This is an optimization exercise on Yosys and OpenROAD, whose aim is small area, a short achievable clock period and few clock cycles, not a production implementation.
Only simulation tests tie the RTL to the original design; equivalence was not proved.
Power is estimated from default activity; no workload was simulated.

## flow/config.mk

```make
export PLATFORM = sky130hd
export DESIGN_NAME = zeus_cpu
export DESIGN_NICKNAME = zeus_cpu
export VERILOG_FILES = /design/flow/design.v
export SDC_FILE = /design/flow/constraint.sdc
export NUM_CORES = 4
export LEC_CHECK = 0
export CAP_MARGIN = 20
export CORE_MARGIN = 2
export CORE_UTILIZATION = 40
export PLACE_DENSITY = 0.45
export SLEW_MARGIN = 20
export SYNTH_HIERARCHICAL = 1
export SYNTH_MINIMUM_KEEP_SIZE = 0
```

## flow/constraint.sdc

```tcl
create_clock -name core_clock -period 105.0 [get_ports {clk}]
set_input_delay 21.0000 -clock core_clock [delete_from_list [all_inputs] [get_ports {clk}]]
set_output_delay 21.0000 -clock core_clock [all_outputs]
set_load 0.01 [all_outputs]
```

## flow/design.v

```verilog
module Banco_Registradores (
	input         clk,
	input  [31:0] sa,       
	input  [31:0] sb,       
	input         we,
	input  [4:0]  wa,
	input  [31:0] wd,
	output [31:0] qa,
	output [31:0] qb
);
reg  [31:0] rf [0:31];
wire [10:0] ga [0:31];
wire [10:0] gb [0:31];
wire [32:0] sa1 = {1'b0, sa};
wire [32:0] sb1 = {1'b0, sb};
genvar j, g;
generate
	for (j = 0; j < 32; j = j + 1) begin : bit_
		for (g = 0; g < 11; g = g + 1) begin : grp
			wire [2:0] d = {(3*g+2 < 32) ? rf[(3*g+2)%32][j] : 1'b0, rf[3*g+1][j], rf[3*g][j]};
			Mux_32b ua (.d(d), .s(sa1[3*g+2:3*g]), .y(ga[j][g]));
			Mux_32b ub (.d(d), .s(sb1[3*g+2:3*g]), .y(gb[j][g]));
		end
		assign qa[j] = ~&ga[j];
		assign qb[j] = ~&gb[j];
	end
endgenerate
always @(posedge clk)
	if (we) rf[wa] <= wd;
endmodule
module Mux_32b (
	input  [2:0] d,
	input  [2:0] s,
	output       y
);
assign y = ~|(d & s);
endmodule
module Mux_5b (
	input  [4:0]  a,
	output [31:0] oh
);
assign oh = 32'd1 << a;
endmodule
module zeus_cpu (
	input         clk,
	input         rst,
	input  [15:0] entrada,
	input         confirma_bt,
	output [7:0]  imem_addr,
	input  [31:0] imem_rdata,
	output [7:0]  dmem_addr,
	output [31:0] dmem_wdata,
	output        dmem_we,
	output        dmem_re,
	input  [31:0] dmem_rdata,
	output        out_valid,
	output [31:0] out_data,
	output        halted
);
localparam [31:0] NOP = 32'hFC000000;
function [32:0] radd32;
	input [31:0] a, b;
	input        ci;
	integer i;
	reg c;
	begin
		c = ci;
		for (i = 0; i < 32; i = i + 1) begin
			radd32[i] = a[i] ^ b[i] ^ c;
			c = (a[i] & b[i]) | (c & (a[i] ^ b[i]));
		end
		radd32[32] = c;
	end
endfunction
function [32:0] ciadd32;
	input [31:0] a, b;
	input        ci;
	integer blk, i;
	reg c, bc, p, g;
	reg [3:0] s0;
	reg [31:0] s;
	begin
		c = ci;
		for (blk = 0; blk < 8; blk = blk + 1) begin
			g = (blk == 0) ? ci : 1'b0;
			for (i = 0; i < 4; i = i + 1) begin
				s0[i] = a[4*blk+i] ^ b[4*blk+i] ^ g;
				g = (a[4*blk+i] & b[4*blk+i]) | (g & (a[4*blk+i] ^ b[4*blk+i]));
			end
			if (blk == 0) begin
				s[3:0] = s0;
				c = g;
			end else begin
				p = 1'b1;
				for (i = 0; i < 4; i = i + 1) begin
					s[4*blk+i] = s0[i] ^ (c & p);
					p = p & s0[i];
				end
				c = g | (c & p);
			end
		end
		ciadd32 = {c, s};
	end
endfunction
function [3:0] hinib;
	input [31:0] v;
	begin
		if      (v[31:28] != 0) hinib = 4'd7;
		else if (v[27:24] != 0) hinib = 4'd6;
		else if (v[23:20] != 0) hinib = 4'd5;
		else if (v[19:16] != 0) hinib = 4'd4;
		else if (v[15:12] != 0) hinib = 4'd3;
		else if (v[11:8]  != 0) hinib = 4'd2;
		else if (v[7:4]   != 0) hinib = 4'd1;
		else if (v[3:0]   != 0) hinib = 4'd0;
		else                    hinib = 4'd8;
	end
endfunction
function [3:0] nibble;
	input [31:0] v;
	input [2:0]  i;
	begin
		case (i)
			3'd0: nibble = v[3:0];
			3'd1: nibble = v[7:4];
			3'd2: nibble = v[11:8];
			3'd3: nibble = v[15:12];
			3'd4: nibble = v[19:16];
			3'd5: nibble = v[23:20];
			3'd6: nibble = v[27:24];
			default: nibble = v[31:28];
		endcase
	end
endfunction
reg  [7:0]  pc;           
reg  [31:0] ir;           
reg         nv;           
reg         sw_r;         
reg         out_r;        
reg         halted_r;
reg         busy;
reg  [2:0]  cnt;
reg  [31:0] acc;          
reg  [31:0] qr;           
wire [5:0] op    = nv ? NOP[31:26] : ir[31:26];
wire [4:0] rs_a  = ir[25:21];
wire [4:0] rt_a  = ir[20:16];
wire [4:0] rd_a  = ir[15:11];
wire [5:0] funct = ir[5:0];
wire [15:0] imm  = ir[15:0];
wire [31:0] rs_v, rt_v;
wire op_r    = (op == 6'd0);
wire op_addi = (op == 6'd1);
wire op_beq  = (op == 6'd2) | (op == 6'd3);
wire op_lw   = (op == 6'd6);
wire op_sw   = (op == 6'd7);
wire op_j    = (op == 6'd8);
wire op_jr   = (op == 6'd10) | (op == 6'd16) | (op == 6'd17);
wire op_in   = (op == 6'd11);
wire op_out  = (op == 6'd12);
wire op_dly  = (op == 6'd13);
wire op_rec  = (op == 6'd18);
wire op_halt = (op == 6'd19);
wire f_and = op_r & (funct == 6'd2);
wire f_div = op_r & ((funct == 6'd3) | (funct == 6'd4));
wire f_mul = op_r & (funct == 6'd5);
wire f_nor = op_r & (funct == 6'd6);
wire f_xor = op_r & (funct == 6'd7);
wire f_or  = op_r & (funct == 6'd8);
wire f_slt = op_r & (funct == 6'd9);
wire f_sub = op_r & ((funct == 6'd10) | (funct == 6'd11));
wire do_sub = f_sub | f_slt | op_beq;
wire [31:0] b_op = (op_addi | op_lw | op_sw) ? {16'd0, imm} : rt_v;
wire [32:0] sum  = radd32(rs_v, b_op ^ {32{do_sub}}, do_sub);
wire sum_zero = (sum[31:0] == 32'd0);
wire [3:0] hn_s = hinib(rs_v);
wire [3:0] hn_t = hinib(rt_v);
wire [2:0] hm_s  = hn_s[3] ? 3'd0 : hn_s[2:0];
wire [2:0] hm_t  = hn_t[3] ? 3'd0 : hn_t[2:0];
wire       swap  = (hm_s < hm_t);
wire [2:0] hn_m  = swap ? hm_s : hm_t;
wire       dzero = hn_t[3];
wire [3:0] dd    = {1'b0, hn_s[2:0]} - {1'b0, hn_t[2:0]};
wire [2:0] kq    = (hn_s[3] | hn_t[3] | dd[3]) ? 3'd0 : dd[2:0];
wire [2:0] c = busy ? cnt : (f_mul ? hn_m : kq);
wire [3:0] nib_s = nibble(rs_v, c);
wire [3:0] nib_t = nibble(rt_v, c);
wire [3:0] nib_m = swap ? nib_s : nib_t;
wire [31:0] y_op = f_div ? ~rt_v : (swap ? rt_v : rs_v);
reg [31:0] r_init;
always @* begin
	case (f_div ? kq : 3'd7)
		3'd0: r_init = rs_v >> 4;
		3'd1: r_init = rs_v >> 8;
		3'd2: r_init = rs_v >> 12;
		3'd3: r_init = rs_v >> 16;
		3'd4: r_init = rs_v >> 20;
		3'd5: r_init = rs_v >> 24;
		3'd6: r_init = rs_v >> 28;
		default: r_init = 32'd0;
	endcase
end
wire [31:0] r_in = busy ? acc : r_init;
reg [31:0] rr;
reg [3:0]  qn;
reg [32:0] dx;
reg [32:0] dt;
reg        sel;
integer k;
always @* begin
	rr = r_in;
	for (k = 3; k >= 0; k = k - 1) begin
		dx = {rr, f_div & nib_s[k]};
		dt = ciadd32(dx[31:0], y_op, f_div);
		qn[k] = dx[32] | dt[32];
		sel = f_div ? qn[k] : nib_m[k];
		rr = sel ? dt[31:0] : dx[31:0];
	end
end
wire [31:0] q_next  = busy ? {qr[27:0], qn} : {28'd0, qn};
wire [31:0] div_res = dzero ? 32'hFFFFFFFF : q_next;
wire md_more = (f_mul | f_div) & (c != 3'd0);
wire stall = md_more | (op_dly & ~confirma_bt);
wire taken = (op_beq | op_j) & sum_zero;
always @(posedge clk) begin
	nv <= rst;
	if (rst)
		halted_r <= 1'b0;
	else if (!halted_r && !stall && op_halt)
		halted_r <= 1'b1;
	if (nv)
		pc <= 8'd1;          
	else if (!halted_r && !stall)
		pc <= op_jr ? rs_v[7:0] : (taken ? imm[7:0] : pc + 8'd1);
	if (!halted_r && !stall)
		ir <= op_halt ? NOP : imem_rdata;
	if (rst) begin
		sw_r  <= 1'b0;
		out_r <= 1'b0;
	end else if (!halted_r && !stall) begin
		sw_r  <= ~op_halt & (imem_rdata[31:26] == 6'd7);
		out_r <= ~op_halt & (imem_rdata[31:26] == 6'd12);
	end
	busy <= md_more & ~rst;
	cnt  <= c - 3'd1;
	acc  <= rr;
	qr   <= q_next;
end
wire [4:0] wa = op_r ? rd_a : rt_a;
wire we = ((op_r & ~md_more) | op_addi | op_lw | op_in | op_rec);
wire s_lw  = op_lw;
wire s_in  = op_in;
wire s_md  = f_mul | f_div;
wire s_sum = ~(op_lw | op_in | op_rec | f_mul | f_div | f_and | f_nor | f_xor | f_or | f_slt);
wire [31:0] md_res = f_mul ? rr : div_res;
wire [31:0] v_and = rs_v & rt_v;
wire [31:0] v_or  = rs_v | rt_v;
wire [31:0] v_xor = rs_v ^ rt_v;
wire [31:0] v_in  = {16'd0, entrada};
wire [31:0] wd;
genvar wj;
generate
	for (wj = 0; wj < 32; wj = wj + 1) begin : wd_
		wire [2:0] g;
		Mux_32b m0 (.d({md_res[wj], v_in[wj], dmem_rdata[wj]}), .s({s_md, s_in, s_lw}), .y(g[0]));
		Mux_32b m1 (.d({v_or[wj], v_and[wj], sum[wj]}), .s({f_or, f_and, s_sum}), .y(g[1]));
		Mux_32b m2 (.d({(wj == 0) ? ~sum[32] : 1'b0, ~v_or[wj], v_xor[wj]}), .s({f_slt, f_nor, f_xor}), .y(g[2]));
		assign wd[wj] = ~&g;
	end
endgenerate
wire [31:0] sel_s, sel_t;
Mux_5b dec_s (.a(rs_a), .oh(sel_s));
Mux_5b dec_t (.a(rt_a), .oh(sel_t));
Banco_Registradores banco (.clk(clk), .sa(sel_s), .sb(sel_t), .we(we), .wa(wa), .wd(wd), .qa(rs_v), .qb(rt_v));
assign imem_addr  = nv ? 8'd0 : pc;
assign dmem_addr  = sum[7:0];
assign dmem_wdata = rt_v;
assign dmem_we    = sw_r & ~rst;
assign dmem_re    = 1'b1;
assign out_valid  = out_r & ~rst;
assign out_data   = rs_v;
assign halted     = halted_r;
endmodule
```

## flow/flow/run.sh

```bash
#!/bin/bash
# The standard layout (standard.sh), with two layout choices changed:
#  - the port buffers are plain buf_2 cells instead of delay buffers;
#  - clock tree synthesis uses sink clusters of up to 20 flip-flops and no dummy loads.
set -euo pipefail
export BUFFER_PORTS_ARGS="-buffer_cell sky130_fd_sc_hd__buf_2"
export CTS_ARGS="-sink_clustering_enable -repair_clock_nets -dont_use_dummy_load -sink_clustering_size 20 -sink_clustering_max_diameter 100"
bash standard.sh finish > standard_finish.log 2>&1
```

## flow/standard.sh

```bash
#!/bin/bash
# synth_recipe.tcl (not shown) runs the flow's synth.tcl, then flattens the netlist and writes it again
# the make line also repeats each setting of config.mk as NAME=value (left out here)
make -C /OpenROAD-flow-scripts/flow DESIGN_CONFIG=/design/flow/config.mk WORK_HOME=/design/flow/orfs CLKGATE_MAP_FILE= SYNTH_SCRIPT=/design/flow/synth_recipe.tcl "${@:-finish}"
```

==> results of run 1 <==
[kinds of logic (layout without fill, tap and decap cells)]
kind of cell,count (synthesis),in the layout
other cells,3,182
flops,1132,1132
xor+xnor,116,116
simple gates,950,950
buf+inv,365,670
fa+ha+maj,264,264
compound gates,1209,1209
mux,145,145
[state kept, by name (all words and copies together) (netlist names)]
signal and flops:
banco.rf 1024, acc 32, ir 32, qr 28
pc 8, cnt 3, busy 1, halted_r 1
nv 1, out_r 1, sw_r 1
[power breakdown]
group	internal [mW]	total, mW	switching (mW)
Combinational	0.274	0.771	0.498
Clock	0.119	0.268	0.150
Sequential	0.581	0.587	0.00588
Total	0.973	1.63	0.653
[final cells by class]
class                      instances  share of cell area, %
sequential                      1132                   51.2
multi-input combinational       2860                   37.4
tap                             1903                   3.67
timing repair buffer             368                   3.64
clock buffer                      70                   2.70
inverter                         232                   1.34
antenna                            6                 0.0231
[worst min-delay path by stage]
stage / from / cells after the start / to
after floorplan: qr[17]$_DFF_P_ / 1 / qr[21]$_DFF_P_
after global placement: qr[3]$_DFF_P_ / 1 / qr[7]$_DFF_P_
after detailed placement: qr[4]$_DFF_P_ / 1 / qr[8]$_DFF_P_
after CTS: qr[3]$_DFF_P_ / 1 / qr[7]$_DFF_P_
after global routing: qr[3]$_DFF_P_ / 1 / qr[7]$_DFF_P_
final: qr[2]$_DFF_P_ / 1 / qr[6]$_DFF_P_
[layout by cell type, fill, tap and decap left out, drive strengths merged, types with 10 or more instances in the layout]
cell,Yosys,layout
ha,132,132
fa,132,132
a222oi,821,821
or2,15,15
clkbuf,91,70
nor2,201,201
and2,37,37
dfxtp,76,76
a211oi,54,54
conb,3,176
a31oi,33,33
nor4,37,37
nand2b,22,22
a221oi,10,10
a311oi,13,13
buf,42,368
nor2b,46,46
inv,232,232
nand4,149,149
xnor2,46,46
a21oi,63,63
or3,71,71
edfxtp,1056,1056
nor3,43,43
o211ai,11,11
or4,10,10
nand3,127,127
o22ai,10,10
nand2,123,123
a22oi,15,15
nand3b,20,20
or3b,10,10
xor2,70,70
mux2i,99,99
o21ai,107,107
mux2,46,46
[modules after synthesis (local to each module, per instance)]
| module | copies in the design | cell area (um2) |
|---|---|---|
| Mux_32b | 800 | 10.0 |
| zeus_cpu | 1 | 16500 |
| Mux_5b | 2 | 214 |
| Banco_Registradores | 1 | 32500 |
[synth_stat cells, drive strengths merged, types with 10 or more instances]
library cell  number
mux2              46
a31oi             33
fa               132
o211ai            11
clkbuf            91
nor2             201
a22oi             15
or4               10
and2              37
ha               132
o22ai             10
or2               15
nand3b            20
nor4              37
or3b              10
xor2              70
edfxtp          1056
buf               42
o21ai            107
or3               71
nor3              43
nor2b             46
a21oi             63
inv              232
a311oi            13
a221oi            10
dfxtp             76
a211oi            54
xnor2             46
nand3            127
nand2b            22
a222oi           821
nand4            149
nand2            123
mux2i             99
[per-layer routing]
| metal | global-route usage, % | vias to the layer above | routed length (um) |
|---|---|---|---|
| met5 | 0 | - | 24 |
| met4 | 18.1 | 4 | 15600 |
| met3 | 6.51 | 510 | 25500 |
| met2 | 54.8 | 2743 | 119000 |
| met1 | 43.9 | 23221 | 96800 |
| li1 | - | 19046 | - |
==> summary.md, run 1 <==
Fill cells in the final layout number 12989. Gates resized during post-CTS repair numbered 0. For this design the ratio of total power to cell area is 25.1 nW/um2. After routing, the total negative slack on setup checks comes to 0 ns. The tools report the kind of start point of the critical path as a primary input. For this design, the CTS-stage hold fixing added 0 buffers. CTS placed an instance of sky130_fd_sc_hd__clkbuf_16 at the clock tree root. The worst setup path is captured at a primary output. The maximum cell stage delay along the critical path was 0.14 ns. The wire length of the first global-routing pass came out at 350 mm.

For this run, the number of standard cells in the final layout without fillers is 6571. Measured against the total synthesized area, the mux share comes to 2.63%. Across the whole layout, storage elements account for 33200 um2.

Dividing the final minimum period by the clock period gives 40.4%. Subtracting the final worst setup slack from the clock period gives 42.41 ns. 167 I/O pins were placed. Entering global routing, the biggest net connects 71 pins.

The worst hold path belongs to the class reg -> reg. For this run, design rule violations remaining after detail routing come to 0. The signal on the critical path passes through buf_2 > nor2b_1 > buf_2. Sequential elements use 57.9% of the synthesized area.

The standard-cell row count came out at 139. Data on the critical path arrives at its endpoint at 21.41 ns. The number of routed nets with antenna violations was 0. Data on the critical path is required at its endpoint by 84.00 ns. The post-synthesis sequential element count was 1132; the area of the die was 147000 um2. Dividing the synthesized area by the synthesized cell count gives 13.7 um2. The final weighted congestion of routability-driven global placement came out at 0.950. The flow ran to the end and the layout has no timing, DRC or antenna violations. The synthesized netlist devotes 7.48% of its cell area to adder and majority cells. The HPWL after detailed placement is 163 mm. The share of the synthesized area in the top cell type came out at 55.2%. The startpoint identified for the worst register-to-register timing path is ir[25]$_SDFFCE_PN0P_. Largest driver fanout on the critical path: 7. The worst-case setup margin in the final layout is 62.59 ns.

Summing all multi-input logic gate instances after layout gives 24300 um2. The tools report the number of global-route vias before repair as 43661. The critical path starts at rst. The die is 383 um tall. The tools report the maximum ir drop on the vdd rail as 0.0340 mV. The synthesized design contains 1056 enable-type register cells. The tools report the worst hold margin as 0.472 ns. TritonCTS built the clock tree.

The cell area after synthesis came out at 57400 um2. The tools report the initial antenna violation count as 8. The routed design has 257 mm of wire. For the number of sinks handled by clock tree synthesis, the log shows 1132. The largest family of logic cells by synthesized area is compound AO/OA/AOI/OAI gates.

Once the floorplan was initialized, standard cells occupied 40.1% of the core. The H-tree was split into 3 levels. Summing the areas of all compound-gate instances in the mapped netlist gives 18.9% of the synthesized area. The static leakage came out at 22.3 nW. After routing the design area is 64900 um2. The horizontal extent of the die works out to 383 um. The number of hold violations in the final report came out at 0. The cell type contributing the most total cell area after synthesis was sky130_fd_sc_hd__edfxtp_1. Static timing analysis puts the maximum clock frequency at 23.6 MHz. Setup repair after global routing left no endpoint under its margin.

Clock-pin slew was measured on the worst setup and hold paths at 0.07 ns. In this run the post-CTS setup repair buffer count came out at 0. Following the worst setup path forward leads to its endpoint at out_valid.

The number of max-slew violations in the final report was 0; the area overhead of the layout relative to synthesis was 13.0%. The first-iteration detailed-routing DRC count was 8865. Worst-path cell with the longest stage delay: sky130_fd_sc_hd__buf_2. Clock tree synthesis inserted a total of 70 buffers. In this run the register-to-register setup slack is 72.65 ns. The most used flip-flop cell after synthesis is sky130_fd_sc_hd__edfxtp_1. The relative slew slack is 20.6%, and the detailed-routing iteration count for the pre-antenna-repair pass is 13. In the final design database the tool counted 5011 nets. The proportion of synthesized flip-flops having asynchronous set or reset works out to 0%.

The endpoint of the worst-slack reg-to-reg timing path was banco.rf[0][12]$_DFFE_PP_. The placeable core region is 143000 um2. The per-cell via count in the routed design is 6.93, and the fraction of layout cells with a size suffix above 1 is 13.8%. Across the run, the number of max-cap violations was 0.

The routed wire length per instance is 39.1 um. The slew at the pin closest to its max-slew limit was 1.18 ns. Counting cells, the worst reg-to-reg path comes to 88. For the count of different cell masters after synthesis, the log shows 85. Count of cell instances traversed by the critical path: 3.

The logs give 0 for the overall overflow remaining after global route and 1.63 mW for the overall power after layout. Measured on the finished design, the core utilization comes to 45.3%. Once placement finished, the instance area stood at 63100 um2. Ranked by total cell area, the synthesized netlist is headed by sky130_fd_sc_hd__edfxtp_1 (55%), sky130_fd_sc_hd__a222oi_1 (14%), sky130_fd_sc_hd__fa_1 (4.6%), sky130_fd_sc_hd__ha_1 (2.9%), sky130_fd_sc_hd__dfxtp_1 (2.6%). The later pin in the worst-skew pair is clocked with a latency of 0.71 ns. The final count of negative-setup-slack endpoints came out at 0. For this run, the number of Yosys warnings is 8. The startpoint-to-endpoint class of the critical path is in -> out. The total global-route track usage was 34.2%; the number of cells in the design after placement was 6495.

The longest clock path from root to sink contains 3 buffers. For this block, the via count after detailed routing is 45524. After Yosys synthesis, XOR and XNOR cells account for 1.77% of the synthesized area. Grouping stages by cell kind, the critical path spends the most delay in buffers and inverters. Most numerous cell on the critical path: sky130_fd_sc_hd__buf_2. Clock skew on the completed layout was measured at 0.0896 ns. The buffer and inverter count on the worst path came out at 2.

Of the total synthesized cell area, the portion taken by AND, OR, NAND and NOR gates is 8.87%. For the synthesized netlist cell count, the log shows 4184. OpenSTA, run right after detailed placement, puts the worst setup slack at 62.58 ns. The number of I/O port buffers was 165.
Testbench counts, summed over its fixed seeds: cycles 51,593.
==> inputs of run 2 (changes only) <==
--- a/flow/config.mk
+++ b/flow/config.mk
@@ -6,9 +6,9 @@
 export NUM_CORES = 4
 export LEC_CHECK = 0
-export CAP_MARGIN = 20
+export CAP_MARGIN = 10
 export CORE_MARGIN = 2
 export CORE_UTILIZATION = 40
 export PLACE_DENSITY = 0.45
-export SLEW_MARGIN = 20
+export SLEW_MARGIN = 10
 export SYNTH_HIERARCHICAL = 1
 export SYNTH_MINIMUM_KEEP_SIZE = 0
==> summary.md, run 2 <==
The run finished with no timing, DRC or antenna violations. The post-synthesis sequential element count was 1132 (unchanged); the effective utilization at floorplan was 40.1% (unchanged). The max-cap violation count was 0 (unchanged). Setup repair after global routing left no endpoint under its margin. The number of H-tree levels is 3 (unchanged). The tools report the timing-limited maximum frequency as 23.6 MHz (about the same).

The critical path is of the in -> out type. The total wirelength of the detailed-routed design is 257 mm (about the same), and the placeable core region is 143000 um2 (unchanged). The per-cell via count in the routed design came out at 6.92 (-0.17%).

Ranked by total cell area, the synthesized netlist is headed by sky130_fd_sc_hd__edfxtp_1 (55%), sky130_fd_sc_hd__a222oi_1 (14%), sky130_fd_sc_hd__fa_1 (4.6%), sky130_fd_sc_hd__ha_1 (2.9%), sky130_fd_sc_hd__dfxtp_1 (2.6%). For the total number of vias, the log shows 45428 (-0.21%). The library cell used most frequently in the layout, excluding fill and tap cells, is sky130_fd_sc_hd__edfxtp_1.

The critical path starts at rst. The standard-cell row count came out at 139 (unchanged). The number of fill cells in the layout was 13018 (+0.22%). The fraction of layout cells with a size suffix above 1 came out at 13.8% (-0.018 points).

The tools report the maximum ir drop on the vdd rail as 0.0299 mV (-12%). The startpoint identified for the worst hold timing path is qr[3]$_DFF_P_. The flip-flop count of the largest register, all copies and words added was 1024 (unchanged).

The number of hold violations in the final report was 0 (unchanged); the relative slew slack was 17.3% (-3.3 points). The final critical delay including setup and external delays works out to 42.40 ns (-0.00710 ns). The run gives 6 (-2) as the initial antenna violation count.

The final total negative setup slack was 0 ns (unchanged). The logs give 85 (unchanged) for the count of different cell masters after synthesis and 57400 um2 (unchanged) for the cell area after synthesis. The tools report the first-iteration detailed-routing DRC count as 8664 (-2.3%). The run gives 0 (unchanged) as the setup fix buffers added after clock tree synthesis. The logs give 5010 (-0.020%) for the number of nets in the finished design and 8 (unchanged) for the count of synthesis-stage warnings from yosys. In the synthesized netlist the dominant register cell turns out to be sky130_fd_sc_hd__edfxtp_1. For the detailed-routing iteration count for the pre-antenna-repair pass, the log shows 14 (+1). Hold-fix buffer count after cts: 0 (unchanged). The per-instance average area after synthesis came out at 13.7 um2 (unchanged). STA classifies the critical path startpoint as a primary input. The post-synthesis compound-gate area fraction came out at 18.9% (unchanged). The post-DP HPWL is 163 mm (about the same), and the number of routed nets with antenna violations is 0 (unchanged).

In this run the clock root is driven by a sky130_fd_sc_hd__clkbuf_16. STA classifies the critical path endpoint as a primary output. The worst hold path terminates at qr[7]$_DFF_P_.

The cell type contributing the most total cell area after synthesis is sky130_fd_sc_hd__edfxtp_1. The DRC violations left was 0 (unchanged). The overall power after layout is 1.63 mW (about the same), and the largest driver fanout on the critical path is 7 (unchanged).

The final weighted congestion of routability-driven global placement is 0.950 (unchanged), and the fraction of the mapped netlist area in simple logic gates is 8.87% (unchanged). The area overhead of the layout relative to synthesis was 13.0% (about the same); the total of cells resized after clock tree synthesis was 0 (unchanged). The routed wire length per instance is 39.1 um (about the same), and the count of flip-flops with a built-in enable after synthesis is 1056 (unchanged).

For the pin count of the biggest net entering global routing, the log shows 71 (unchanged). The number of sinks handled by clock tree synthesis came out at 1132 (unchanged). The number of I/O port buffers was 165 (unchanged); the xor/xnor share of the synthesized area was 1.77% (unchanged).

The library cells used most frequently in the layout, excluding fill and tap cells, are sky130_fd_sc_hd__edfxtp_1 (1056), sky130_fd_sc_hd__a222oi_1 (821), sky130_fd_sc_hd__inv_1 (231). TritonCTS built the clock tree. Source of the worst register-to-register timing path: ir[20]$_SDFFCE_PN0P_. The run gives 43779 (+0.27%) as the number of global-route vias before repair.

The commonest cells after synthesis are sky130_fd_sc_hd__edfxtp_1 (1056), sky130_fd_sc_hd__a222oi_1 (821), sky130_fd_sc_hd__inv_1 (232). The power per cell area works out to 25.1 nW/um2 (about the same). The run gives 0.71 ns (about the same) as the clock latency on the worst-skew pair.

The endpoint of the worst-slack reg-to-reg timing path was banco.rf[10][12]$_DFFE_PP_. The data arrival time of the critical path was 21.40 ns (about the same); the wire length of the first global-routing pass was 350 mm (about the same). The clock edge transition at the registers on the reported setup and hold paths was 0.08 ns (about the same); the final count of negative-setup-slack endpoints was 0 (unchanged).

The path class of the tightest hold or removal check is reg -> reg. The adder-cell share of the synthesized area was 7.48% (unchanged). The die height came out at 383 um (unchanged).

The logs give 22.3 nW (about the same) for the static leakage and 4184 (unchanged) for the synthesized netlist cell count. The number of cells on the worst hold path came out at 1 (unchanged). The overall overflow remaining after global route was 0 (unchanged); the clock buffer count from CTS was 70 (unchanged). The proportion of synthesized flip-flops having asynchronous set or reset was 0% (unchanged); the horizontal extent of the die was 383 um (unchanged). The worst path required time was 84.00 ns (about the same). The share of the synthesized area in the top cell type was 55.2% (unchanged); the total global-route track usage was 34.2% (about the same).

The largest registers in the layout are banco.rf: 1024 flops, acc: 32 flops, ir: 32 flops. Largest family of logic cells by synthesized area: compound AO/OA/AOI/OAI gates. The fraction of synthesized area in multiplexers was 2.63% (unchanged); the final worst-path cycle share was 40.4% (about the same). Ranked by flip-flop count, first place goes to banco.rf.

Count of cells along the worst register-to-register path: 89 (+1.1%). The logs give 0 (unchanged) for the number of max-slew violations in the final report and 0.0954 ns (+0.00572 ns) for the worst setup skew after layout. The setup slack of the worst register-to-register path came out at 72.57 ns (-0.08 ns). The most frequently used cell type in the post-synthesis netlist was sky130_fd_sc_hd__edfxtp_1.

The top-level I/O count was 167 (unchanged). The run gives 147000 um2 (unchanged) as the area of the die. The logs give 57.9% (unchanged) for the post-synthesis sequential area ratio and 3 (unchanged) for the number of buffers on the longest clock path.

Slew at the pin closest to its max-slew limit: 1.23 ns (+0.0494 ns).
run 2: cell count changes in the layout (fill, tap and decap cells not counted), sizes merged:
cell   previous run  this run
buf             368       367
diode             6         4
run 2: area by class of cell:
class / count / area, um2 / area share, %
Multi-Input combinational cell: 2860 / 24300 / 37.4
Inverter: 232 / 871 / 1.34
Sequential cell: 1132 / 33200 / 51.2
Timing Repair Buffer: 367 / 2350 / 3.63
Clock buffer: 70 / 1750 / 2.70
Antenna cell: 4 / 10.0 / 0.0154
Tap cell: 1903 / 2380 / 3.67
run 2: worst max-delay path by stage:
| stage | slack (ns) | cells after the start | endpoint |
|---|---|---|---|
| finish | 62.60 | 3 | out_valid |
| global placement | 62.56 | 3 | out_valid |
| global route | 62.55 | 3 | out_valid |
| detailed placement | 62.58 | 3 | out_valid |
| floorplan | 62.82 | 1 | dmem_we |
| CTS | 62.58 | 3 | out_valid |
run 2: cells by family after synthesis:
group | Yosys count
other cells | 3
fa+ha+maj | 264
xor+xnor | 116
buf+inv | 365
compound gates | 1209
simple gates | 950
flops | 1132
mux | 145
run 2: critical path: stages:
cell and delay [ns]:
sky130_fd_sc_hd__buf_2 0.14, sky130_fd_sc_hd__nor2b_1 0.12, sky130_fd_sc_hd__buf_2 0.14
run 2: through the flow:
stage          hold slack, ns  cell area [um2]  setup WS [ns]  std cells  utilization, %
3_5_place_dp            0.453            63100          62.58       6494            44.1
6_report                0.472            64900          62.60       6568            45.3
4_1_cts                 0.466            64900          62.58       6564            45.3
5_1_grt                 0.485            64900          62.55       6564            45.3
2_1_floorplan           0.426            58100          62.82       4357               -
3_3_place_gp            0.448            63100          62.56       6494            44.1
run 2: power by group:
part | internal [mW] | switching, mW | total, mW | leakage [nW]
Combinational | 0.273 | 0.497 | 0.770 | 11.2
Sequential | 0.581 | 0.00579 | 0.587 | 10.2
Clock | 0.119 | 0.151 | 0.269 | 0.863
run 2: routing by layer:
layer,vias up,track usage (%),wire length (um)
met2,2794,54.4,118000
met3,528,5.67,24900
met4,0,19.4,16800
met1,23071,44.3,97000
li1,19035,-,-
met5,-,0,0
run 2: Yosys stat by module, one instance, submodules excluded:
module | times used | cells | area [um2]
Banco_Registradores | 1 | 1326 | 32500
Mux_32b | 800 | 1 | 10.0
Mux_5b | 2 | 47 | 214
zeus_cpu | 1 | 1964 | 16500

-- static timing again, ports no longer ideal --
No port has a modelled driver above. Below, the same layouts with a new extraction and two added sets of constraints.
Step 1: set_driving_cell puts a clkbuf_16 on clk and a buf_2 on each other input, an assumption about the parent block.
Step 2 adds t to the input delays and takes it off the output delays; t is the mean of the earliest and latest rising clock arrival at the registers after step 1. Input paths then give back, and output paths get back, about the clock's delay inside the block.
Slacks: no drivers / after step 1 / after step 2; pairs: no drivers / after step 1.
run	t (ns)	slack for setup (ns)	worst setup path at the end	worst data-port slew with drivers (ns)	cell pins on the clock port's net
run 1	0.753	62.593 / 62.568 / 62.568	input to output	0.04	1
run 2	0.748	62.600 / 62.580 / 62.580	input to output	0.04	1
After both steps every run listed still meets setup and hold. For run 1, which loses most, drivers alone change the setup slack by -0.025 ns; drivers and shift together by -0.025 ns.
